Context: an optimization exercise on an open-source flow, tuned for a short achievable clock period and few clock cycles. The choices shown serve that exercise and are no tape-out recipe. At most, simulation tests tie the RTL to the original design; equivalence was not proved. Function not checked in run 4: the RTL went through the layout flow alone. No activity file was given, so power comes from the tool's default toggle rates.

[design.v]
`timescale 1ns / 1ps
module BTB(
        input CLK,
        input Reset,
        input [31:0] pc,
        output [3:0] hit,
        output [31:0] target,
        input alloc,
        input [31:0] alloc_pc,
        input [31:0] alloc_target,
        input inval,
        input [3:0] inval_sel
    );
    reg [3:0]  valid;
    reg [31:0] tag [0:3];
    reg [31:0] tgt [0:3];
    reg [1:0]  ptr;
    reg        al_q, in_q;
    reg [31:0] al_pc_q, al_tgt_q;
    reg [3:0]  in_sel_q;
    genvar i;
    generate
        for (i = 0; i < 4; i = i + 1) begin : g
            assign hit[i] = valid[i] & (tag[i] == pc);
        end
    endgenerate
    assign target = ({32{hit[0]}} & tgt[0]) | ({32{hit[1]}} & tgt[1])
                  | ({32{hit[2]}} & tgt[2]) | ({32{hit[3]}} & tgt[3]);
    integer k;
    always @(posedge CLK)
    begin
        al_q     <= alloc;
        if (alloc) begin
            al_pc_q  <= alloc_pc;
            al_tgt_q <= alloc_target;
        end
        in_q     <= inval;
        in_sel_q <= inval_sel;
        if (Reset) begin
            valid <= 4'b0000;
            ptr   <= 2'd0;
        end else begin
            for (k = 0; k < 4; k = k + 1) begin
                if (al_q && ptr == k)
                    valid[k] <= 1'b1;
                else if (in_q && in_sel_q[k])
                    valid[k] <= 1'b0;
            end
            if (al_q)
                ptr <= ptr + 2'd1;
        end
        for (k = 0; k < 4; k = k + 1) begin
            if (al_q && ptr == k) begin
                tag[k] <= al_pc_q;
                tgt[k] <= al_tgt_q;
            end
        end
    end
endmodule
`timescale 1ns / 1ps
module ControlUnit(
        input  [31:0] instr,
        input  [4:0]  rdX,           
        input         wenX,          
        output [31:1] oh1,           
        output        byp1,          
        output [31:1] oh2,           
        output        byp2,          
        output        selimm,        
        output        wen,           
        output        isLoad, isStore, isBranch, isJal, isJalr,
        output        sAdd, sSub, sSll, sSlt, sSltu, sXor, sSrl, sSra, sOr, sAnd,
        output        sLoad, sLink, sLui, sAuipc,
        output        bEq, bNe, bLt, bGe, bLtu, bGeu,
        output        ldB, ldH, ldW, ldBu, ldHu,
        output        stH, stW
    );
    wire [6:0] op     = instr[6:0];
    wire [4:0] rd     = instr[11:7];
    wire [2:0] f3     = instr[14:12];
    wire [4:0] rs1    = instr[19:15];
    wire [4:0] rs2    = instr[24:20];
    wire       f7b5   = instr[30];
    wire isR    = (op == 7'b0110011);
    wire isI    = (op == 7'b0010011);
    assign isLoad   = (op == 7'b0000011);
    assign isStore  = (op == 7'b0100011);
    assign isBranch = (op == 7'b1100011);
    assign isJal    = (op == 7'b1101111);
    assign isJalr   = (op == 7'b1100111);
    wire isLui  = (op == 7'b0110111);
    wire isAuipc= (op == 7'b0010111);
    wire alu = isR | isI;
    assign wen = (alu | isLoad | isJal | isJalr | isLui | isAuipc) & (rd != 5'd0);
    assign selimm = isI | isLoad | isJalr;
    wire use2 = isR | isBranch | isStore;
    assign byp1 = wenX & (rs1 == rdX);
    assign byp2 = wenX & (rs2 == rdX) & use2;
    genvar i;
    generate
        for (i = 1; i < 32; i = i + 1) begin : g
            assign oh1[i] = (rs1 == i) & ~byp1;
            assign oh2[i] = (rs2 == i) & ~byp2 & use2;
        end
    endgenerate
    assign sAdd  = alu & f3 == 3'b000 & ~(isR & f7b5);
    assign sSub  = isR & f3 == 3'b000 & f7b5;
    assign sSll  = alu & f3 == 3'b001;
    assign sSlt  = alu & f3 == 3'b010;
    assign sSltu = alu & f3 == 3'b011;
    assign sXor  = alu & f3 == 3'b100;
    assign sSrl  = alu & f3 == 3'b101 & ~f7b5;
    assign sSra  = alu & f3 == 3'b101 & f7b5;
    assign sOr   = alu & f3 == 3'b110;
    assign sAnd  = alu & f3 == 3'b111;
    assign sLoad = isLoad;
    assign sLink = isJal | isJalr;
    assign sLui  = isLui;
    assign sAuipc= isAuipc;
    assign bEq  = isBranch & f3 == 3'b000;
    assign bNe  = isBranch & f3 == 3'b001;
    assign bLt  = isBranch & f3 == 3'b100;
    assign bGe  = isBranch & f3 == 3'b101;
    assign bLtu = isBranch & f3 == 3'b110;
    assign bGeu = isBranch & f3 == 3'b111;
    assign ldB  = f3 == 3'b000;
    assign ldH  = f3 == 3'b001;
    assign ldBu = f3 == 3'b100;
    assign ldHu = f3 == 3'b101;
    assign ldW  = ~(ldB | ldH | ldBu | ldHu);
    assign stH  = f3[1:0] == 2'b01;
    assign stW  = f3[1:0] == 2'b10;
endmodule
`timescale 1ns / 1ps
module Extend(
        input [31:0] instr,
        output [31:0] imm
    );
    wire [6:0] op = instr[6:0];
    wire isS = (op == 7'b0100011);
    wire isB = (op == 7'b1100011);
    wire isU = (op == 7'b0110111) | (op == 7'b0010111);
    wire isJ = (op == 7'b1101111);
    wire isI = ~(isS | isB | isU | isJ);
    wire [31:0] immI = {{20{instr[31]}}, instr[31:20]};
    wire [31:0] immS = {{20{instr[31]}}, instr[31:25], instr[11:7]};
    wire [31:0] immB = {{19{instr[31]}}, instr[31], instr[7], instr[30:25], instr[11:8], 1'b0};
    wire [31:0] immU = {instr[31:12], 12'h000};
    wire [31:0] immJ = {{11{instr[31]}}, instr[31], instr[19:12], instr[20], instr[30:21], 1'b0};
    assign imm = ({32{isI}} & immI) | ({32{isS}} & immS) | ({32{isB}} & immB)
               | ({32{isU}} & immU) | ({32{isJ}} & immJ);
endmodule
module KSAdd #(parameter W = 32, parameter L = 5) (
        input  [W-1:0] a,
        input  [W-1:0] b,
        input          cin,
        output [W-1:0] s,
        output         cout
    );
    wire [W-1:0] g [0:L];
    wire [W-1:0] p [0:L];
    wire [W-1:0] p0 = a ^ b;
    assign g[0] = (a & b) | {{(W-1){1'b0}}, p0[0] & cin};
    assign p[0] = p0;
    genvar l, i;
    generate
        for (l = 0; l < L; l = l + 1) begin : lv
            for (i = 0; i < W; i = i + 1) begin : bt
                if (i >= (1 << l)) begin : m
                    assign g[l+1][i] = g[l][i] | (p[l][i] & g[l][i-(1<<l)]);
                    assign p[l+1][i] = p[l][i] & p[l][i-(1<<l)];
                end else begin : c
                    assign g[l+1][i] = g[l][i];
                    assign p[l+1][i] = p[l][i];
                end
            end
        end
    endgenerate
    assign s    = p0 ^ {g[L][W-2:0], cin};
    assign cout = g[L][W-1];
endmodule
`timescale 1ns / 1ps
module ALU(
        input [31:0] a,
        input [31:0] b,
        input sAdd, sSub, sSll, sSlt, sSltu, sXor, sSrl, sSra, sOr, sAnd,
        input bEq, bNe, bLt, bGe, bLtu, bGeu,
        output [31:0] out,
        output [31:0] sum,
        output taken
    );
    wire [31:0] diff;
    wire        c_add, c_sub;
    KSAdd #(32, 5) add_u(.a(a), .b(b),  .cin(1'b0), .s(sum),  .cout(c_add));
    KSAdd #(32, 5) sub_u(.a(a), .b(~b), .cin(1'b1), .s(diff), .cout(c_sub));
    wire eq  = (a == b);
    wire ltu = ~c_sub;
    wire lt  = (a[31] ^ b[31]) ? a[31] : ltu;
    wire [4:0] sh = b[4:0];
    wire [31:0] sll = a << sh;
    wire [31:0] srl = a >> sh;
    wire [31:0] sra = $signed(a) >>> sh;
    assign out = ({32{sAdd}} & sum) | ({32{sSub}} & diff)
               | ({32{sSll}} & sll) | ({32{sSrl}} & srl) | ({32{sSra}} & sra)
               | {31'd0, (sSlt & lt) | (sSltu & ltu)}
               | ({32{sXor}} & (a ^ b)) | ({32{sOr}} & (a | b)) | ({32{sAnd}} & (a & b));
    assign taken = (bEq & eq) | (bNe & ~eq) | (bLt & lt) | (bGe & ~lt)
                 | (bLtu & ltu) | (bGeu & ~ltu);
endmodule
`timescale 1ns / 1ps
module RegisterFile(
        input CLK,
        input z1,                
        input [31:1] oh1,
        input byp1,
        input [31:1] oh2,
        input byp2,
        input [31:0] immb,       
        input [4:0] imma,        
        input [31:1] woh,        
        input [31:0] wd,
        output [31:0] rd1,
        output [31:0] rd2,
        output [31:0] aoh        
    );
    reg [31:0] regFile [1:31];
    wire [4:0] sb = wd[4:0] + imma;
    wire [4:0] sr [1:31];
    genvar g;
    generate
        for (g = 1; g < 32; g = g + 1) begin : gs
            assign sr[g] = regFile[g][4:0] + imma;
        end
    endgenerate
    reg [31:0] a, b;
    reg [4:0]  as;
    integer i;
    always @(*)
    begin
        a  = {32{byp1}} & wd;
        b  = ({32{byp2}} & wd) | immb;
        as = ({5{byp1}} & sb) | ({5{z1}} & imma);
        for (i = 1; i < 32; i = i + 1) begin
            a  = a  | ({32{oh1[i]}} & regFile[i]);
            b  = b  | ({32{oh2[i]}} & regFile[i]);
            as = as | ({5{oh1[i]}} & sr[i]);
        end
    end
    assign rd1 = a;
    assign rd2 = b;
    assign aoh = 32'd1 << as;
    always @(posedge CLK)
    begin
        for (i = 1; i < 32; i = i + 1)
            if (woh[i])
                regFile[i] <= wd;
    end
endmodule
`timescale 1ns / 1ps
module DataMEM(
        input CLK,
        input we,                
        input stH, stW,          
        input ldB, ldH, ldW, ldBu, ldHu,
        input [31:0] aoh,        
        input [31:0] wdata,
        output [31:0] rdata
    );
    reg [255:0] ram;
    reg [7:0] b0, b1, b2, b3;
    integer k;
    always @(*)
    begin
        b0 = 8'd0; b1 = 8'd0; b2 = 8'd0; b3 = 8'd0;
        for (k = 0; k < 32; k = k + 1) begin
            b0 = b0 | ({8{aoh[k]}} & ram[k*8 +: 8]);
            b1 = b1 | ({8{aoh[k]}} & ram[((k+1)%32)*8 +: 8]);
            b2 = b2 | ({8{aoh[k]}} & ram[((k+2)%32)*8 +: 8]);
            b3 = b3 | ({8{aoh[k]}} & ram[((k+3)%32)*8 +: 8]);
        end
    end
    wire s0 = (ldB & b0[7]);
    wire s1 = (ldH & b1[7]);
    assign rdata[7:0]   = b0;
    assign rdata[15:8]  = ((ldH | ldHu | ldW) ? b1 : 8'd0) | {8{s0}};
    assign rdata[31:16] = (ldW ? {b3, b2} : 16'd0) | {16{s0 | s1}};
    genvar j;
    generate
        for (j = 0; j < 32; j = j + 1) begin : g
            wire o0 = aoh[j];
            wire o1 = aoh[(j+31)%32] & (stH | stW);
            wire o2 = aoh[(j+30)%32] & stW;
            wire o3 = aoh[(j+29)%32] & stW;
            wire [7:0] d = ({8{o0}} & wdata[7:0]) | ({8{o1}} & wdata[15:8])
                         | ({8{o2}} & wdata[23:16]) | ({8{o3}} & wdata[31:24]);
            always @(posedge CLK)
                if (we & (o0 | o1 | o2 | o3)) ram[j*8 +: 8] <= d;
        end
    endgenerate
endmodule
`timescale 1ns / 1ps
module SingleCycleCPU(
        input CLK,                   
        input Reset,                 
        output [31:0] imem_addr,     
        input  [31:0] imem_data,     
        output retire_valid,         
        output [31:0] retire_pc,     
        output retire_we,            
        output [4:0] retire_rd,      
        output [31:0] retire_data    
    );
    reg  [31:0] pcF;
    reg         vX;
    reg  [31:0] pcX;
    reg         predX;           
    reg  [3:0]  hitX;            
    reg  [31:0] immX;            
    reg  [31:0] immBX;           
    reg  [4:0]  immAX;           
    reg  [4:0]  rdX;
    reg  [31:1] oh1X, oh2X;
    reg         z1X, byp1X, byp2X, wenX;
    reg         isLoadX, isStoreX, isBranchX, isJalX, isJalrX;
    reg         sAddX, sSubX, sSllX, sSltX, sSltuX, sXorX, sSrlX, sSraX, sOrX, sAndX;
    reg         sLoadX, sLinkX, sLuiX, sAuipcX;
    reg         bEqX, bNeX, bLtX, bGeX, bLtuX, bGeuX;
    reg         ldBX, ldHX, ldWX, ldBuX, ldHuX, stHX, stWX;
    reg  [31:1] woh;             
    reg  [31:0] wd;              
    reg         r_valid, r2_valid;
    reg  [31:0] r_pc,    r2_pc;
    reg         r_we,    r2_we;
    reg  [4:0]  r_rd,    r2_rd;
    reg  [31:0] r_data,  r2_data;
    wire [31:1] oh1F, oh2F;
    wire        byp1F, byp2F, selimmF, wenF;
    wire        isLoadF, isStoreF, isBranchF, isJalF, isJalrF;
    wire        sAddF, sSubF, sSllF, sSltF, sSltuF, sXorF, sSrlF, sSraF, sOrF, sAndF;
    wire        sLoadF, sLinkF, sLuiF, sAuipcF;
    wire        bEqF, bNeF, bLtF, bGeF, bLtuF, bGeuF;
    wire        ldBF, ldHF, ldWF, ldBuF, ldHuF, stHF, stWF;
    wire [31:0] immF;
    wire        wen_x = vX & wenX;
    wire [31:1] rd_oh;
    genvar gi;
    generate
        for (gi = 1; gi < 32; gi = gi + 1) begin : g_rd
            assign rd_oh[gi] = (rdX == gi);
        end
    endgenerate
    ControlUnit control(
        .instr(imem_data), .rdX(rdX), .wenX(wen_x),
        .oh1(oh1F), .byp1(byp1F), .oh2(oh2F), .byp2(byp2F), .selimm(selimmF), .wen(wenF),
        .isLoad(isLoadF), .isStore(isStoreF), .isBranch(isBranchF), .isJal(isJalF), .isJalr(isJalrF),
        .sAdd(sAddF), .sSub(sSubF), .sSll(sSllF), .sSlt(sSltF), .sSltu(sSltuF), .sXor(sXorF),
        .sSrl(sSrlF), .sSra(sSraF), .sOr(sOrF), .sAnd(sAndF),
        .sLoad(sLoadF), .sLink(sLinkF), .sLui(sLuiF), .sAuipc(sAuipcF),
        .bEq(bEqF), .bNe(bNeF), .bLt(bLtF), .bGe(bGeF), .bLtu(bLtuF), .bGeu(bGeuF),
        .ldB(ldBF), .ldH(ldHF), .ldW(ldWF), .ldBu(ldBuF), .ldHu(ldHuF), .stH(stHF), .stW(stWF)
    );
    Extend ext(.instr(imem_data), .imm(immF));
    wire [31:0] A, B, aoh;
    RegisterFile regfile(
        .CLK(CLK),
        .z1(z1X), .oh1(oh1X), .byp1(byp1X), .oh2(oh2X), .byp2(byp2X),
        .immb(immBX), .imma(immAX),
        .woh(woh), .wd(wd),
        .rd1(A), .rd2(B), .aoh(aoh)
    );
    wire [31:0] alu_out, sum;
    wire        cond;
    ALU alu(
        .a(A), .b(B),
        .sAdd(sAddX), .sSub(sSubX), .sSll(sSllX), .sSlt(sSltX), .sSltu(sSltuX),
        .sXor(sXorX), .sSrl(sSrlX), .sSra(sSraX), .sOr(sOrX), .sAnd(sAndX),
        .bEq(bEqX), .bNe(bNeX), .bLt(bLtX), .bGe(bGeX), .bLtu(bLtuX), .bGeu(bGeuX),
        .out(alu_out), .sum(sum), .taken(cond)
    );
    wire [31:0] load_data;
    DataMEM datamem(
        .CLK(CLK),
        .we(vX & isStoreX), .stH(stHX), .stW(stWX),
        .ldB(ldBX), .ldH(ldHX), .ldW(ldWX), .ldBu(ldBuX), .ldHu(ldHuX),
        .aoh(aoh), .wdata(B),
        .rdata(load_data)
    );
    wire [31:0] pc4, tgt, pcF4;
    wire        c_pc4, c_tgt, c_pcF4;
    KSAdd #(32, 5) pc4_u(.a(pcX), .b(32'd4), .cin(1'b0), .s(pc4), .cout(c_pc4));
    KSAdd #(32, 5) tgt_u(.a(pcX), .b(immX),  .cin(1'b0), .s(tgt), .cout(c_tgt));    
    KSAdd #(32, 5) pcF4_u(.a(pcF), .b(32'd4), .cin(1'b0), .s(pcF4), .cout(c_pcF4));
    wire [31:0] wb_data = alu_out
                        | ({32{sLoadX}}  & load_data)
                        | ({32{sLinkX}}  & pc4)
                        | ({32{sLuiX}}   & immX)
                        | ({32{sAuipcX}} & tgt);
    wire taken = isJalX | isJalrX | cond;
    wire mispredict = vX & (predX ? ~taken : taken);
    wire [3:0]  btb_hit;
    wire [31:0] btb_target;
    wire        pred  = |btb_hit;
    wire [31:0] npcF  = pred ? btb_target : pcF4;
    wire ctl = vX & (isBranchX | isJalX);
    wire [31:0] T1 = (ctl & ~predX) ? tgt : npcF;
    wire [31:0] T0 = (ctl & predX & ~isJalX) ? pc4 : npcF;
    wire [31:0] T0j = (ctl & ~predX & isJalX) ? tgt : T0;
    wire [31:0] pc_next = (vX & isJalrX) ? {sum[31:1], 1'b0} : (cond ? T1 : T0j);
    wire btb_alloc = vX & ~predX & (isJalX | cond);
    wire btb_inval = vX & predX & ~taken;
    BTB btb(
        .CLK(CLK), .Reset(Reset),
        .pc(pcF),
        .hit(btb_hit), .target(btb_target),
        .alloc(btb_alloc), .alloc_pc(pcX), .alloc_target(tgt),
        .inval(btb_inval), .inval_sel(hitX)
    );
    always @(posedge CLK)
    begin
        if (Reset)
            pcF <= 32'd0;
        else
            pcF <= pc_next;
        vX      <= ~Reset & ~mispredict;
        pcX     <= pcF;
        predX   <= pred;
        hitX    <= btb_hit;
        immX    <= immF;
        immBX   <= {32{selimmF}} & immF;
        immAX   <= {5{isLoadF | isStoreF}} & immF[4:0];
        rdX     <= imem_data[11:7];
        oh1X    <= oh1F;     oh2X <= oh2F;
        z1X     <= (imem_data[19:15] == 5'd0);
        byp1X   <= byp1F;    byp2X <= byp2F;
        wenX    <= wenF;
        isLoadX <= isLoadF;  isStoreX <= isStoreF; isBranchX <= isBranchF;
        isJalX  <= isJalF;   isJalrX <= isJalrF;
        sAddX <= sAddF; sSubX <= sSubF; sSllX <= sSllF; sSltX <= sSltF; sSltuX <= sSltuF;
        sXorX <= sXorF; sSrlX <= sSrlF; sSraX <= sSraF; sOrX <= sOrF; sAndX <= sAndF;
        sLoadX <= sLoadF; sLinkX <= sLinkF; sLuiX <= sLuiF; sAuipcX <= sAuipcF;
        bEqX <= bEqF; bNeX <= bNeF; bLtX <= bLtF; bGeX <= bGeF; bLtuX <= bLtuF; bGeuX <= bGeuF;
        ldBX <= ldBF; ldHX <= ldHF; ldWX <= ldWF; ldBuX <= ldBuF; ldHuX <= ldHuF;
        stHX <= stHF; stWX <= stWF;
        woh     <= {31{wen_x}} & rd_oh;
        wd      <= wb_data;
        r_valid <= ~Reset & vX;
        r_pc    <= pcX;
        r_we    <= wen_x;
        r_rd    <= rdX;
        r_data  <= {32{wen_x}} & wb_data;
        r2_valid <= ~Reset & r_valid;
        r2_pc    <= r_pc;
        r2_we    <= r_we;
        r2_rd    <= r_rd;
        r2_data  <= r_data;
    end
    assign imem_addr    = pcF;
    assign retire_valid = r2_valid;
    assign retire_pc    = r2_pc;
    assign retire_we    = r2_we;
    assign retire_rd    = r2_rd;
    assign retire_data  = r2_data;
endmodule
[flow/run.sh]
#!/bin/bash
set -euo pipefail
bash standard.sh synth > log_synth.txt 2>&1
bash standard.sh floorplan place > log_floorplan_place.txt 2>&1
bash standard.sh SETUP_SLACK_MARGIN=15 TNS_END_PERCENT=100 cts route finish > log_cts_route_finish.txt 2>&1
[standard.sh]
#!/bin/bash
# synth_recipe.tcl (not shown) runs the flow's synth.tcl, then flattens the netlist and writes it again
# the make line also repeats each setting of config.mk as NAME=value (left out here)
make -C /OpenROAD-flow-scripts/flow DESIGN_CONFIG=/design/flow/config.mk WORK_HOME=/design/flow/orfs CLKGATE_MAP_FILE= SYNTH_SCRIPT=/design/flow/synth_recipe.tcl "${@:-finish}"
[config.mk]
export PLATFORM = sky130hd
export DESIGN_NAME = SingleCycleCPU
export DESIGN_NICKNAME = SingleCycleCPU
export VERILOG_FILES = /design/flow/design.v
export SDC_FILE = /design/flow/constraint.sdc
export NUM_CORES = 4
export LEC_CHECK = 0
export CAP_MARGIN = 20
export CORE_MARGIN = 2
export CORE_UTILIZATION = 42
export SLEW_MARGIN = 20
[constraint.sdc]
create_clock -name core_clock -period 20.0 [get_ports {CLK}]
set_input_delay 4.0000 -clock core_clock [delete_from_list [all_inputs] [get_ports {CLK}]]
set_output_delay 4.0000 -clock core_clock [all_outputs]
set_load 0.01 [all_outputs]
==> run_results.csv, run 1 <==
group,metric,value,unit
clock_network,h-tree-depth,4,
placement,placed_cells,12100,
synth,synth_seq_cells,2025,
synth,yosys.area.top_type,"edfxtp_1",
status,lastStage,"5_1_grt",
synth,syn_inst,9179,
clock_network,clock-root-buffer,"clkbuf_16",
floorplan,io_pins,137,
floorplan,num_rows,182,
floorplan,die_x,502,µm
placement,dp_hpwl,390000,µm
synth,syn_nets,9510,
synth,yosysWarningCount,8,
synth,netlist_area,0.104,mm²
clock_network,numCtsBuffers,214,
placement,dpl_cell_area,0.110,mm²
synth,ys_types,98,
grt,grt_max_degree,75,
synth,synth_edf_count,1568,
floorplan,die_h,502,µm
status,status,"did not finish",
clock_network,clock_path_buffers,3,
placement,io_buffers,136,
synth,synth_top_area_share,0.453,
clock_network,hold_buffers,0,
floorplan,initial_utilization,0.423,
placement,gp_congestion,1.11,
synth,avgSynthCellArea,11.3,µm²
synth,ys_top_cells_by_area,"edfxtp_1 45%, dfxtp_1 8.8%, a22oi_1 8.7%",
synth,synth-main-ff-cell,"edfxtp_1",
grt,overflow,1,
clock_network,cts_sinks,2025,
status,stop_error,"[ERROR GRT-0232] Routing congestion too high. Check the congestion heatmap in the GUI.",
grt,grt_usage,0.528,
synth,synthArstFlopShare,0,
synth,seq_area_frac_synth,0.541,
-- routing by layer --
| layer | GRT usage | GRT overflow |
|---|---|---|
| met4 | 0.431 | 1 |
| met5 | 0.0828 | 0 |
| met1 | 0.606 | 0 |
| met3 | 0.294 | 0 |
| met2 | 0.705 | 0 |
-- synth_stat cells (20+ instances only) --
library cell and number:
edfxtp_1 1568, a22oi_1 1209, a221oi_1 221, and3_1 65
a32oi_1 29, o21bai_1 28, clkbuf_1 596, buf_1 129
o221ai_1 207, a222oi_1 126, or3_1 44, nand2_1 492
a221o_1 33, xor2_1 202, nor4_1 107, mux2_2 47
nor2_1 366, buf_2 80, nand4_1 281, a21o_1 92
and2_1 71, a211oi_1 52, mux2i_1 123, o211ai_1 55
or4_1 28, inv_1 158, a22o_1 202, dfxtp_1 457
nor3_1 113, a21oi_1 379, ha_1 262, nand3_1 246
nand2b_1 36, a31oi_1 78, xnor2_1 158, o21a_1 34
o22ai_1 47, nor2b_1 54, fa_1 35, o21ai_0 324
o2111ai_1 20
-- how the worst min path moves through the flow --
stage / end / slack [ns]
after floorplan: btb.in_sel_q[0] / 0.31
after detailed placement: r2_pc[22] / 0.31
after global placement: r2_pc[18] / 0.31
after CTS: r2_pc[21] / 0.30
-- per-stage QoR --
stage / hold WS [ns] / setup slack, ns
2_1_floorplan: 0.310 / 11.53
3_3_place_gp: 0.310 / 11.42
3_5_place_dp: 0.312 / 11.52
4_1_cts: 0.305 / 14.47
-- power groups by stage --
stage	Clock, mW	Combinational [mW]	Sequential [mW]
floorplan	0	0.502	4.67
global placement	0	1.02	4.70
detailed placement	0	1.02	4.69
CTS	4.17	1.40	4.59
-- timing repair --
action,4_1_cts
gates resized for setup,2001
pin swaps,343
setup buffers,639
gates cloned,93
setup endpoints to repair,913
-- logic make-up after synthesis --
group | Yosys count | share of synthesized area
compound gates | 3321 | 0.236
flops | 2025 | 0.541
simple gates | 2009 | 0.0991
buf+inv | 991 | 0.0378
xor+xnor | 360 | 0.0303
fa+ha+maj | 297 | 0.0383
mux | 176 | 0.0176
Testbench counts, summed over its fixed seeds: cycles 25,992.
==> inputs of run 2 (changes only) <==
--- a/design.v
+++ b/design.v
@@ -31,3 +31,3 @@
     begin
-        al_q     <= alloc;
+        al_q     <= alloc & ~Reset;       
         if (alloc) begin
@@ -312,3 +312,5 @@
     );
-    reg  [31:0] pcF;
+    reg  [31:0] pcO;
+    reg  [31:0] pcFn;
+    wire [31:0] pcF = ~pcFn;
     reg         vX;
@@ -419,6 +421,9 @@
     begin
-        if (Reset)
-            pcF <= 32'd0;
-        else
-            pcF <= pc_next;
+        if (Reset) begin
+            pcO  <= 32'd0;
+            pcFn <= 32'hffffffff;
+        end else begin
+            pcO  <= pc_next;
+            pcFn <= ~pc_next;
+        end
         vX      <= ~Reset & ~mispredict;
@@ -456,3 +461,3 @@
     end
-    assign imem_addr    = pcF;
+    assign imem_addr    = pcO;
     assign retire_valid = r2_valid;
--- a/config.mk
+++ b/config.mk
@@ -8,4 +8,6 @@
 export CAP_MARGIN = 20
+export CELL_PAD_IN_SITES_DETAIL_PLACEMENT = 1
+export CELL_PAD_IN_SITES_GLOBAL_PLACEMENT = 1
 export CORE_MARGIN = 2
-export CORE_UTILIZATION = 42
+export CORE_UTILIZATION = 35
 export SLEW_MARGIN = 20
==> run 2 against run 1 <==
Now fails the layout checks on capacitance limit, slew limit; area after synthesis grew 2.9%; synthesized cell count grew 4.1%.
==> run_results.csv, run 2 <==
group,metric,value,unit
status,status,"failed layout checks",
status,so_faults,"capacitance limit, slew limit",
synth,yosysWarningCount,8,
route,wirelength,789000,µm
floorplan,num_rows,202,
timing,fin_crit_sh,0.294,
finish,top_regs,"regfile.regFile x992, datamem.ram x256",
finish,syn_to_final_growth,36.9,%
synth,yosys.area.top_type,"edfxtp_1",
clock_network,cts_sinks,2057,
clock_network,clock-root-buffer,"clkbuf_16",
critical_path,worst_ep_required_time,20.55,ns
critical_path,worstPathMaxFanout,14,
floorplan,die_h,557,µm
finish,final_area,0.146,mm²
grt,grt_pass1_vias,108000,
finish,final_common_cell,"edfxtp_1",
synth,synth_top_area_share,0.440,
floorplan,core_region_area,0.304,mm²
clock_network,cts_tree,"done",
timing,finalSetupViolCount,0,
timing,slew_headroom,-0.00209,
floorplan,initial_utilization,0.352,
synth,seq_area_frac_synth,0.532,
finish,stdcell_count,15100,
synth,synthArstFlopShare,0,
timing,hold_viol,0,
finish,final_util,0.482,
grt,grt_antenna_before_repair,94,
floorplan,die_x,557,µm
synth,synth_edf_count,1568,
grt,grt_pass1_wl,1020000,µm
floorplan,io_pins,137,
critical_path,arrival,6.42,ns
placement,dp_hpwl,461000,µm
route,drt-initial-drc-count,23500,
placement,dpl_cell_area,0.114,mm²
placement,placed_cells,13300,
synth,synth-main-ff-cell,"edfxtp_1",
timing,fin_ws,14.13,ns
finish,largest_register_ffs,992,
clock_network,h-tree-depth,4,
grt,grt_max_degree,73,
clock_network,numCtsBuffers,228,
power_and_ir_drop,peakVddDrop,81.4,µV
synth,syn_nets,9882,
timing,fin_tns_setup,0,ns
route,ant_nets,0,
synth,synth_seq_cells,2057,
finish,regMostFlops,"regfile.regFile",
power_and_ir_drop,power.leakage,52.8,nW
timing,fin_hold_ws,0.290,ns
timing,finClkSkew,0.129,ns
floorplan,die_area,0.310,mm²
synth,ys_top_cells_by_area,"edfxtp_1 44%, dfxtp_1 9.2%, a22oi_1 6.5%",
placement,io_buffers,136,
finish,nets,11100,
finish,drive_gt1_frac,0.322,
timing,finalWorstPathRequiredPeriod,5.87,ns
synth,syn_inst,9551,
min_path,hold_path_class,"flop to flop",
clock_network,clk_pin_slew,0.07,ns
route,remaining_drc_errors,0,
route,vias_per_cell,7.66,
synth,ys_types,112,
power_and_ir_drop,p_per_area,75.1,mW/mm²
route,drtPass1Iterations,13,
finish,most-common-layout-cells,"1568 x edfxtp_1, 990 x buf_4, 866 x a22oi_1",
timing,tightestPinTransition,1.50,ns
timing,fmax,170,MHz
grt,grt_usage,0.486,
clock_network,clock_path_buffers,4,
clock_network,clock_latency,0.99,ns
route,vias,116000,
synth,avgSynthCellArea,11.2,µm²
synth,yosysMostFrequentCell,"edfxtp_1",
flow_run,drv_cap,1,
synth,netlist_area,0.107,mm²
timing,rsz0062_at_grt,"true",
grt,overflow,0,
critical_path,crit_path_start_kind,"flop",
placement,place_ws,11.58,ns
power_and_ir_drop,power,11.0,mW
route,wl_per_cell,52.2,µm
synth,synth.top_cells.by_count,"1568 x edfxtp_1, 931 x a22oi_1, 597 x clkbuf_1, 489 x dfxtp_1, 472 x nand2_1",
critical_path,crit_path_end_kind,"flop",
critical_path,crit_type,"flop to flop",
timing,slew_viol_final,40,
placement,gp_congestion,1.05,
[run 2: cell types whose count changed after synthesis, sizes merged, moves of 71 or more]
cell / previous run / this run
a2111oi: 24 / 101
a221o: 33 / 272
a222oi: 126 / 53
a22oi: 1209 / 931
buf: 225 / 296
nand3: 246 / 325
nand4: 282 / 435
o21ai: 336 / 174
o221ai: 207 / 20
o22ai: 47 / 296
[run 2: what timing repair did]
action	CTS	global route
setup buffers	848	301
endpoints found under the hold margin	0	0
endpoints found under the setup margin	926	742
resized for setup	2455	579
hold buffers	0	0
cloned	113	11
pin swaps	489	318
[run 2: cell type report]
cell class | count | area, µm²
Fill cell | 30800 | 157000
Inverter | 221 | 940
Clock buffer | 313 | 6580
Tap cell | 4080 | 5100
Clock inverter | 113 | 1090
Sequential cell | 2057 | 57200
Antenna cell | 86 | 215
Multi-Input combinational cell | 6400 | 53200
Timing Repair Buffer | 1844 | 22000
[run 2: final timing paths]
path	slack, ns	depth (start not counted)	start	end
max	14.13	18	immAX[0]	wd[11]
min	0.29	0	r_pc[21]	r2_pc[21]
max reg2reg	14.13	18	immAX[0]	wd[11]
min reg2reg	0.29	0	r_pc[21]	r2_pc[21]
[run 2: per-layer routing]
layer	share of wire	wire [µm]	vias to the layer above	GRT usage
li1	-	-	41200	-
met1	0.33	264000	57300	0.559
met2	0.39	305000	12600	0.663
met3	0.16	128000	4502	0.245
met4	0.11	90100	82	0.412
met5	0.0020	1580	-	0.0363
[run 2: where the power goes]
| part | total (mW) | internal, mW | switching [mW] |
|---|---|---|---|
| clock | 4.43 | 2.48 | 1.95 |
| sequential | 4.66 | 4.61 | 0.0492 |
| combinational | 1.91 | 0.657 | 1.25 |
| total | 11.0 | 7.75 | 3.25 |
[run 2: logic make-up after synthesis]
family	synth area share
adder cells (fa/ha/maj)	0.0372
AND/OR/NAND/NOR	0.114
XOR/XNOR	0.0298
buffers and inverters	0.0425
multiplexers	0.0136
AO/OA/AOI/OAI	0.231
flip-flops	0.532
[run 2: worst max-delay path, cell delays in order, from the launching register on]
cell and delay, ns:
dfxtp_4 0.41, buf_16 0.18, ha_4 0.18, fa_2 0.35, a21o_1 0.24, a21oi_4 0.23, xnor2_2 0.11, a2111oi_4 0.43
and3_4 0.46, buf_4 0.17, a31oi_2 0.12, buf_12 0.20, and3_4 0.25, buf_8 0.21, a221oi_4 0.38, o2111ai_4 0.23
o31ai_2 0.29, buf_4 0.23, nand4_1 0.73
Testbench counts of run 2, summed over its fixed seeds: cycles 25,992.
==> inputs of run 3 (changes only) <==
==> run.sh (new file) <==
#!/bin/bash
# synth_recipe.tcl (not shown) runs the flow's synth.tcl, then flattens the netlist and writes it again
# the make line also repeats each setting of config.mk as NAME=value (left out here)
make -C /OpenROAD-flow-scripts/flow DESIGN_CONFIG=/design/flow/config.mk WORK_HOME=/design/flow/orfs CLKGATE_MAP_FILE= SYNTH_SCRIPT=/design/flow/synth_recipe.tcl finish
--- a/config.mk
+++ b/config.mk
@@ -11,3 +11,3 @@
 export CORE_MARGIN = 2
-export CORE_UTILIZATION = 35
+export CORE_UTILIZATION = 30
 export SLEW_MARGIN = 20
removed: flow/run.sh
removed: standard.sh
==> run 3 against run 2 <==
Cell count down 4.1%; sequential cell count unchanged; critical path type unchanged; critical endpoint is now pcO[15]; now clean on timing, DRC and antenna; non-clock buffer count decreased by 1270; via count decreased by 11%.
==> run_results.csv, run 3 <==
group,metric,value,unit
status,status,"timing/DRC/antenna clean",
clock_network,cts_sinks,2057,
clock_network,h-tree-depth,4,
power_and_ir_drop,p_per_area,85.3,mW/mm²
floorplan,die_h,601,µm
critical_path,crit_type,"flop to flop",
route,wl_per_cell,46.4,µm
finish,nFillCells,38600,
finish,nets,9795,
clock_network,clk_pin_slew,0.06,ns
synth,synth-main-ff-cell,"edfxtp_1",
route,remaining_drc_errors,0,
power_and_ir_drop,power,10.5,mW
timing,finalSetupViolCount,0,
synth,avgSynthCellArea,11.2,µm²
clock_network,hold_buffers,0,
route,drt-initial-drc-count,20000,
critical_path,crit_path_end_kind,"flop",
clock_network,clock-root-buffer,"clkbuf_16",
synth,yosys.area.top_type,"edfxtp_1",
finish,regMostFlops,"regfile.regFile",
critical_path,crit_path_start_kind,"flop",
synth,ys_types,112,
timing,finalWorstPathRequiredPeriod,8.62,ns
floorplan,num_rows,219,
route,drtPass1Iterations,11,
synth,yosysWarningCount,8,
floorplan,io_pins,137,
clock_network,cts_resized,0,
synth,synth_top_area_share,0.440,
timing,hold_viol,0,
timing,tightestPinTransition,1.32,ns
floorplan,core_region_area,0.355,mm²
grt,grt_pass1_vias,98900,
critical_path,worstPathMaxFanout,68,
placement,place_ws,11.68,ns
route,vias_per_cell,7.11,
critical_path,worst_ep_required_time,20.78,ns
grt,grt_pass1_wl,892000,µm
timing,finClkSkew,0.119,ns
critical_path,arrival,9.40,ns
clock_network,clock_latency,1.02,ns
placement,dp_hpwl,440000,µm
timing,slew_headroom,0.114,
clock_network,numCtsBuffers,231,
timing,fin_ws,11.39,ns
finish,regArea,0.0570,mm²
route,vias,103000,
synth,netlist_area,0.107,mm²
clock_network,cts_tree,"done",
grt,overflow,0,
synth,syn_nets,9882,
placement,gp_congestion,1.09,
finish,syn_to_final_growth,15.1,%
synth,syn_inst,9551,
finish,largest_register_ffs,992,
grt,grt_usage,0.355,
clock_network,cts_setup_buffers,0,
power_and_ir_drop,power.leakage,42.1,nW
grt,grt_max_degree,131,
synth,seq_area_frac_synth,0.532,
synth,yosysMostFrequentCell,"edfxtp_1",
synth,synth.top_cells.by_count,"1568 x edfxtp_1, 931 x a22oi_1, 597 x clkbuf_1, 489 x dfxtp_1, 472 x nand2_1",
route,wirelength,672000,µm
clock_network,clock_path_buffers,4,
power_and_ir_drop,peakVddDrop,74.4,µV
finish,most-common-layout-cells,"1568 x edfxtp_1, 931 x a22oi_1, 470 x nand2_1",
timing,fin_crit_sh,0.431,
synth,ys_top_cells_by_area,"edfxtp_1 44%, dfxtp_1 9.2%, a22oi_1 6.5%",
finish,final_common_cell,"edfxtp_1",
timing,fin_hold_ws,0.326,ns
finish,drive_gt1_frac,0.121,
finish,multi_input_area,0.0461,mm²
timing,rsz0062_at_grt,"false",
finish,top_regs,"regfile.regFile x992, datamem.ram x256",
synth,synthArstFlopShare,0,
floorplan,initial_utilization,0.301,
floorplan,die_area,0.361,mm²
route,ant_nets,0,
floorplan,die_x,601,µm
min_path,hold_path_class,"flop to flop",
synth,synth_edf_count,1568,
timing,slew_viol_final,0,
timing,fin_tns_setup,0,ns
placement,io_buffers,136,
grt,grt_antenna_before_repair,63,
synth,synth_seq_cells,2057,
timing,fmax,116,MHz
flow_run,drv_cap,0,
-- run 3: cell types whose count changed in the layout (fill, tap and decap cells not counted), moves of 66 or more --
cell	change
a21oi_1	+73
a221oi_1	+70
buf_12	-232
buf_16	-82
buf_4	-572
buf_6	-319
bufbuf_16	-66
clkdlybuf4s50_1	+117
dfxtp_1	+72
ha_1	+71
-- run 3: cell families (layout without fill, tap and decap cells) --
logic type / Yosys count / after routing / share of synthesized area
AOI/OAI and AO/OA: 3251 / 3251 / 0.231
DFF: 2057 / 2057 / 0.532
adders and majority gates: 297 / 297 / 0.0372
xor gates and xnor gates: 360 / 360 / 0.0298
and+or+nand+nor: 2331 / 2331 / 0.114
buffers and inverters: 1115 / 1227 / 0.0425
muxes: 140 / 140 / 0.0136
other: 0 / 86 / 0
-- run 3: worst paths after layout --
kind	startpoint	end	slack [ns]	cells after the start
worst max register to register	oh2X[8]	pcO[15]	11.39	18
worst min register to register	r_rd[2]	r2_rd[2]	0.33	0
worst max-delay path	oh2X[8]	pcO[15]	11.39	18
worst min-delay path	r_rd[2]	r2_rd[2]	0.33	0
-- run 3: stage by stage --
stage	cell area [µm²]	std cells	util
floorplan	107000	9551	-
global placement	114000	14000	0.322
detailed placement	115000	14000	0.323
CTS	123000	14400	0.345
global route	123000	14400	0.346
finish	123000	14500	0.346
-- run 3: cell type report --
cell class,count,share of cell area
clock inverters,143,0.0139
multi-input cells,6379,0.375
clock buffers,289,0.0517
well taps,4751,0.0483
inverters,221,0.00674
diodes,86,0.00175
flip-flops and latches,2057,0.463
repair buffers,574,0.0394
-- run 3: worst max-delay path, stage by stage, from the launching register on --
cell       delay, ns
dfxtp_2         1.05
buf_4           0.64
a22o_1          0.24
a221oi_1        0.06
nand4_1         0.16
or3_2           0.85
inv_1           0.18
ha_1            0.63
nand3_1         0.16
nor3_1          0.80
nand2_1         0.22
a32o_1          0.33
or3b_2          0.48
o2111ai_4       0.09
buf_4           0.63
o21a_2          0.68
and2_1          0.21
a2111oi_0       0.07
nor3_1          0.73
-- run 3: per-layer routing --
layer | track usage | vias up | wire [µm]
met4 | 0.257 | 46 | 61900
met1 | 0.430 | 51900 | 241000
met5 | 0 | - | 532
met2 | 0.508 | 9808 | 273000
met3 | 0.142 | 3011 | 95600
li1 | - | 38400 | -
-- run 3: report_power, final --
group	internal, mW	total [mW]	switching, mW
Combinational	0.274	1.20	0.926
Clock	2.66	4.63	1.97
Sequential	4.62	4.66	0.0480
Total	7.55	10.5	2.95
==> inputs of run 4 (changes only) <==
--- a/design.v
+++ b/design.v
@@ -31,7 +31,5 @@
     begin
-        al_q     <= alloc & ~Reset;       
-        if (alloc) begin
-            al_pc_q  <= alloc_pc;
-            al_tgt_q <= alloc_target;
-        end
+        al_q     <= alloc;
+        al_pc_q  <= alloc_pc;
+        al_tgt_q <= alloc_target;
         in_q     <= inval;
@@ -152,31 +150,2 @@
 endmodule
-module KSAdd #(parameter W = 32, parameter L = 5) (
-        input  [W-1:0] a,
-        input  [W-1:0] b,
-        input          cin,
-        output [W-1:0] s,
-        output         cout
-    );
-    wire [W-1:0] g [0:L];
-    wire [W-1:0] p [0:L];
-    wire [W-1:0] p0 = a ^ b;
-    assign g[0] = (a & b) | {{(W-1){1'b0}}, p0[0] & cin};
-    assign p[0] = p0;
-    genvar l, i;
-    generate
-        for (l = 0; l < L; l = l + 1) begin : lv
-            for (i = 0; i < W; i = i + 1) begin : bt
-                if (i >= (1 << l)) begin : m
-                    assign g[l+1][i] = g[l][i] | (p[l][i] & g[l][i-(1<<l)]);
-                    assign p[l+1][i] = p[l][i] & p[l][i-(1<<l)];
-                end else begin : c
-                    assign g[l+1][i] = g[l][i];
-                    assign p[l+1][i] = p[l][i];
-                end
-            end
-        end
-    endgenerate
-    assign s    = p0 ^ {g[L][W-2:0], cin};
-    assign cout = g[L][W-1];
-endmodule
 `timescale 1ns / 1ps
@@ -191,9 +160,7 @@
     );
-    wire [31:0] diff;
-    wire        c_add, c_sub;
-    KSAdd #(32, 5) add_u(.a(a), .b(b),  .cin(1'b0), .s(sum),  .cout(c_add));
-    KSAdd #(32, 5) sub_u(.a(a), .b(~b), .cin(1'b1), .s(diff), .cout(c_sub));
+    assign sum = a + b;
+    wire [31:0] diff = a - b;
     wire eq  = (a == b);
-    wire ltu = ~c_sub;
-    wire lt  = (a[31] ^ b[31]) ? a[31] : ltu;
+    wire lt  = $signed(a) < $signed(b);
+    wire ltu = a < b;
     wire [4:0] sh = b[4:0];
@@ -217,4 +184,4 @@
         input byp2,
-        input [31:0] immb,       
-        input [4:0] imma,        
+        input selimm,
+        input [31:0] imm,
         input [31:1] woh,        
@@ -226,4 +193,6 @@
     reg [31:0] regFile [1:31];
-    wire [4:0] sb = wd[4:0] + imma;
-    wire [4:0] sr [1:31];
+    wire [4:0]  sb = wd[4:0] + imm[4:0];
+    wire [31:0] db = 32'd1 << sb;
+    wire [31:0] dz = 32'd1 << imm[4:0];
+    wire [31:0] dr [1:31];
     genvar g;
@@ -231,7 +200,7 @@
         for (g = 1; g < 32; g = g + 1) begin : gs
-            assign sr[g] = regFile[g][4:0] + imma;
+            wire [4:0] s = regFile[g][4:0] + imm[4:0];
+            assign dr[g] = 32'd1 << s;
         end
     endgenerate
-    reg [31:0] a, b;
-    reg [4:0]  as;
+    reg [31:0] a, b, ao;
     integer i;
@@ -240,4 +209,4 @@
         a  = {32{byp1}} & wd;
-        b  = ({32{byp2}} & wd) | immb;
-        as = ({5{byp1}} & sb) | ({5{z1}} & imma);
+        b  = ({32{byp2}} & wd) | ({32{selimm}} & imm);
+        ao = ({32{byp1}} & db) | ({32{z1}} & dz);
         for (i = 1; i < 32; i = i + 1) begin
@@ -245,3 +214,3 @@
             b  = b  | ({32{oh2[i]}} & regFile[i]);
-            as = as | ({5{oh1[i]}} & sr[i]);
+            ao = ao | ({32{oh1[i]}} & dr[i]);
         end
@@ -250,3 +219,3 @@
     assign rd2 = b;
-    assign aoh = 32'd1 << as;
+    assign aoh = ao;
     always @(posedge CLK)
@@ -312,5 +281,3 @@
     );
-    reg  [31:0] pcO;
-    reg  [31:0] pcFn;
-    wire [31:0] pcF = ~pcFn;
+    reg  [31:0] pcF;
     reg         vX;
@@ -319,8 +286,6 @@
     reg  [3:0]  hitX;            
-    reg  [31:0] immX;            
-    reg  [31:0] immBX;           
-    reg  [4:0]  immAX;           
+    reg  [31:0] immX;
     reg  [4:0]  rdX;
     reg  [31:1] oh1X, oh2X;
-    reg         z1X, byp1X, byp2X, wenX;
+    reg         z1X, byp1X, byp2X, selimmX, wenX;
     reg         isLoadX, isStoreX, isBranchX, isJalX, isJalrX;
@@ -332,7 +297,7 @@
     reg  [31:0] wd;              
-    reg         r_valid, r2_valid;
-    reg  [31:0] r_pc,    r2_pc;
-    reg         r_we,    r2_we;
-    reg  [4:0]  r_rd,    r2_rd;
-    reg  [31:0] r_data,  r2_data;
+    reg         r_valid;
+    reg  [31:0] r_pc;
+    reg         r_we;
+    reg  [4:0]  r_rd;
+    reg  [31:0] r_data;
     wire [31:1] oh1F, oh2F;
@@ -368,3 +333,3 @@
         .z1(z1X), .oh1(oh1X), .byp1(byp1X), .oh2(oh2X), .byp2(byp2X),
-        .immb(immBX), .imma(immAX),
+        .selimm(selimmX), .imm(immX),
         .woh(woh), .wd(wd),
@@ -389,7 +354,4 @@
     );
-    wire [31:0] pc4, tgt, pcF4;
-    wire        c_pc4, c_tgt, c_pcF4;
-    KSAdd #(32, 5) pc4_u(.a(pcX), .b(32'd4), .cin(1'b0), .s(pc4), .cout(c_pc4));
-    KSAdd #(32, 5) tgt_u(.a(pcX), .b(immX),  .cin(1'b0), .s(tgt), .cout(c_tgt));    
-    KSAdd #(32, 5) pcF4_u(.a(pcF), .b(32'd4), .cin(1'b0), .s(pcF4), .cout(c_pcF4));
+    wire [31:0] pc4    = pcX + 32'd4;
+    wire [31:0] tgt    = pcX + immX;       
     wire [31:0] wb_data = alu_out
@@ -404,3 +366,3 @@
     wire        pred  = |btb_hit;
-    wire [31:0] npcF  = pred ? btb_target : pcF4;
+    wire [31:0] npcF  = pred ? btb_target : pcF + 32'd4;
     wire ctl = vX & (isBranchX | isJalX);
@@ -421,9 +383,6 @@
     begin
-        if (Reset) begin
-            pcO  <= 32'd0;
-            pcFn <= 32'hffffffff;
-        end else begin
-            pcO  <= pc_next;
-            pcFn <= ~pc_next;
-        end
+        if (Reset)
+            pcF <= 32'd0;
+        else
+            pcF <= pc_next;
         vX      <= ~Reset & ~mispredict;
@@ -433,4 +392,2 @@
         immX    <= immF;
-        immBX   <= {32{selimmF}} & immF;
-        immAX   <= {5{isLoadF | isStoreF}} & immF[4:0];
         rdX     <= imem_data[11:7];
@@ -439,3 +396,3 @@
         byp1X   <= byp1F;    byp2X <= byp2F;
-        wenX    <= wenF;
+        selimmX <= selimmF;  wenX <= wenF;
         isLoadX <= isLoadF;  isStoreX <= isStoreF; isBranchX <= isBranchF;
@@ -449,3 +406,4 @@
         woh     <= {31{wen_x}} & rd_oh;
-        wd      <= wb_data;
+        if (wen_x)
+            wd  <= wb_data;
         r_valid <= ~Reset & vX;
@@ -454,15 +412,10 @@
         r_rd    <= rdX;
-        r_data  <= {32{wen_x}} & wb_data;
-        r2_valid <= ~Reset & r_valid;
-        r2_pc    <= r_pc;
-        r2_we    <= r_we;
-        r2_rd    <= r_rd;
-        r2_data  <= r_data;
+        r_data  <= wb_data;
     end
-    assign imem_addr    = pcO;
-    assign retire_valid = r2_valid;
-    assign retire_pc    = r2_pc;
-    assign retire_we    = r2_we;
-    assign retire_rd    = r2_rd;
-    assign retire_data  = r2_data;
+    assign imem_addr    = pcF;
+    assign retire_valid = r_valid;
+    assign retire_pc    = r_pc;
+    assign retire_we    = r_we;
+    assign retire_rd    = r_rd;
+    assign retire_data  = r_data;
 endmodule
==> flow/run.sh (new file) <==
#!/bin/bash
set -euo pipefail
bash standard.sh synth > log_synth.txt 2>&1
bash standard.sh floorplan place > log_floorplan_place.txt 2>&1
bash standard.sh SETUP_SLACK_MARGIN=15 TNS_END_PERCENT=20 cts route finish > log_cts_route_finish.txt 2>&1
==> standard.sh (new file) <==
#!/bin/bash
# synth_recipe.tcl (not shown) runs the flow's synth.tcl, then flattens the netlist and writes it again
# the make line also repeats each setting of config.mk as NAME=value (left out here)
make -C /OpenROAD-flow-scripts/flow DESIGN_CONFIG=/design/flow/config.mk WORK_HOME=/design/flow/orfs CLKGATE_MAP_FILE= SYNTH_SCRIPT=/design/flow/synth_recipe.tcl "${@:-finish}"
--- a/config.mk
+++ b/config.mk
@@ -8,6 +8,4 @@
 export CAP_MARGIN = 20
-export CELL_PAD_IN_SITES_DETAIL_PLACEMENT = 1
-export CELL_PAD_IN_SITES_GLOBAL_PLACEMENT = 1
 export CORE_MARGIN = 2
-export CORE_UTILIZATION = 30
+export CORE_UTILIZATION = 40
 export SLEW_MARGIN = 20
removed: run.sh
==> run 4 against run 3 <==
The run now fails in 5_1_grt; area after synthesis is 2.0% higher; synthesized cell count increased by 8.9%.
==> run_results.csv, run 4 <==
group,metric,value,unit
synth,synth.top_cells.by_count,"1536 x edfxtp_1, 1090 x a22oi_1, 652 x clkbuf_1, 607 x nand2_1, 585 x nor2_1",
synth,avgSynthCellArea,10.5,µm²
placement,gp_congestion,1.27,
floorplan,num_rows,191,
synth,yosysWarningCount,7,
floorplan,initial_utilization,0.403,
clock_network,numCtsBuffers,196,
synth,synth-main-ff-cell,"edfxtp_1",
floorplan,die_h,526,µm
synth,seq_area_frac_synth,0.487,
synth,synthArstFlopShare,0,
synth,yosys.area.top_type,"edfxtp_1",
synth,ys_types,105,
placement,dpl_cell_area,0.118,mm²
floorplan,io_pins,137,
status,stop_error,"[ERROR GRT-0232] Routing congestion too high. Check the congestion heatmap in the GUI.",
synth,synth_top_area_share,0.423,
placement,io_buffers,136,
synth,yosysMostFrequentCell,"edfxtp_1",
synth,synth_edf_count,1536,
synth,synth_seq_cells,1886,
placement,dp_hpwl,638000,µm
synth,syn_nets,10700,
floorplan,die_x,526,µm
clock_network,clock_path_buffers,4,
clock_network,clock-root-buffer,"clkbuf_16",
clock_network,cts_sinks,1886,
grt,grt_usage,0.709,
synth,netlist_area,0.109,mm²
synth,ys_top_cells_by_area,"edfxtp_1 42%, a22oi_1 7.5%, dfxtp_1 6.4%",
clock_network,h-tree-depth,4,
grt,overflow,10,
grt,grt_max_degree,66,
synth,syn_inst,10400,
status,status,"did not finish",
status,lastStage,"5_1_grt",
run 4: changes by cell type after synthesis, moves of 64 or more:
cell	before	now
a22oi_1	931	1090
a21oi_1	348	250
o21ai_0	171	314
o32ai_1	13	101
o22ai_1	296	390
nor3_1	132	284
dfxtp_1	489	350
nand2_1	472	607
nor2_1	404	585
buf_2	139	15
nand4_1	434	370
run 4: cell families after synthesis:
| family | share of synthesized area |
|---|---|
| compound gates | 0.262 |
| xor+xnor | 0.0309 |
| fa+ha+maj | 0.0365 |
| buf+inv | 0.0354 |
| flops | 0.487 |
| mux | 0.00891 |
| simple gates | 0.139 |
run 4: what timing repair did:
action                                  4_1_cts
pin swaps                                   417
setup buffers                               605
endpoints found under the setup margin      774
resized for setup                          2221
cloned                                       57
hold buffers                                  0
run 4: per-layer routing:
| metal | GRT overflow | GRT usage |
|---|---|---|
| met5 | 0 | 0.265 |
| met3 | 0 | 0.558 |
| met1 | 0 | 0.694 |
| met2 | 3 | 0.876 |
| met4 | 7 | 0.738 |
run 4: power groups by stage:
stage	clock network [mW]	registers (mW)	logic, mW
after global placement	0	4.49	1.64
after floorplan	0	4.43	0.765
after detailed placement	0	4.49	1.64
after CTS	3.84	4.40	2.11
run 4: worst max path at each step:
stage              startpoint            to  cells after the start
2_1_floorplan         immX[1]       pcF[12]                     27
3_3_place_gp            wd[0]        wd[30]                     21
3_5_place_dp            wd[0]        wd[30]                     21
4_1_cts        btb.al_pc_q[2]  retire_pc[2]                      1
run 4: stage by stage:
stage / instances / power, mW / setup slack, ns
4_1_cts: 15000 / 10.3 / 14.12
3_5_place_dp: 13900 / 6.13 / 11.24
3_3_place_gp: 13900 / 6.12 / 10.69
2_1_floorplan: 10400 / 5.19 / 12.38

## separate check: timing with driven ports
The flow's constraints put no driver on any port. The routed layouts listed below were extracted and timed again, unchanged, in two steps.
Step 1: set_driving_cell puts a clkbuf_16 on CLK and a buf_2 on each other input, an assumption about the parent block.
Step 2 adds t to the input delays and takes it off the output delays; t is the mean of the earliest and latest rising clock arrival at the registers after step 1. Input paths then give back, and output paths get back, about the clock's delay inside the block.
Slacks: no drivers / after step 1 / after step 2; pairs: no drivers / after step 1.
run	t (ns)	slack for setup (ns)	worst register clock-pin slew, ns
run 2	1.033	14.130 / 14.130 / 13.998	0.08 / 0.08
run 3	1.075	11.385 / 11.385 / 11.385	0.07 / 0.07
The setup slack of run 2, which loses most, moves by 0.000 ns with the drivers and by -0.132 ns with both steps.
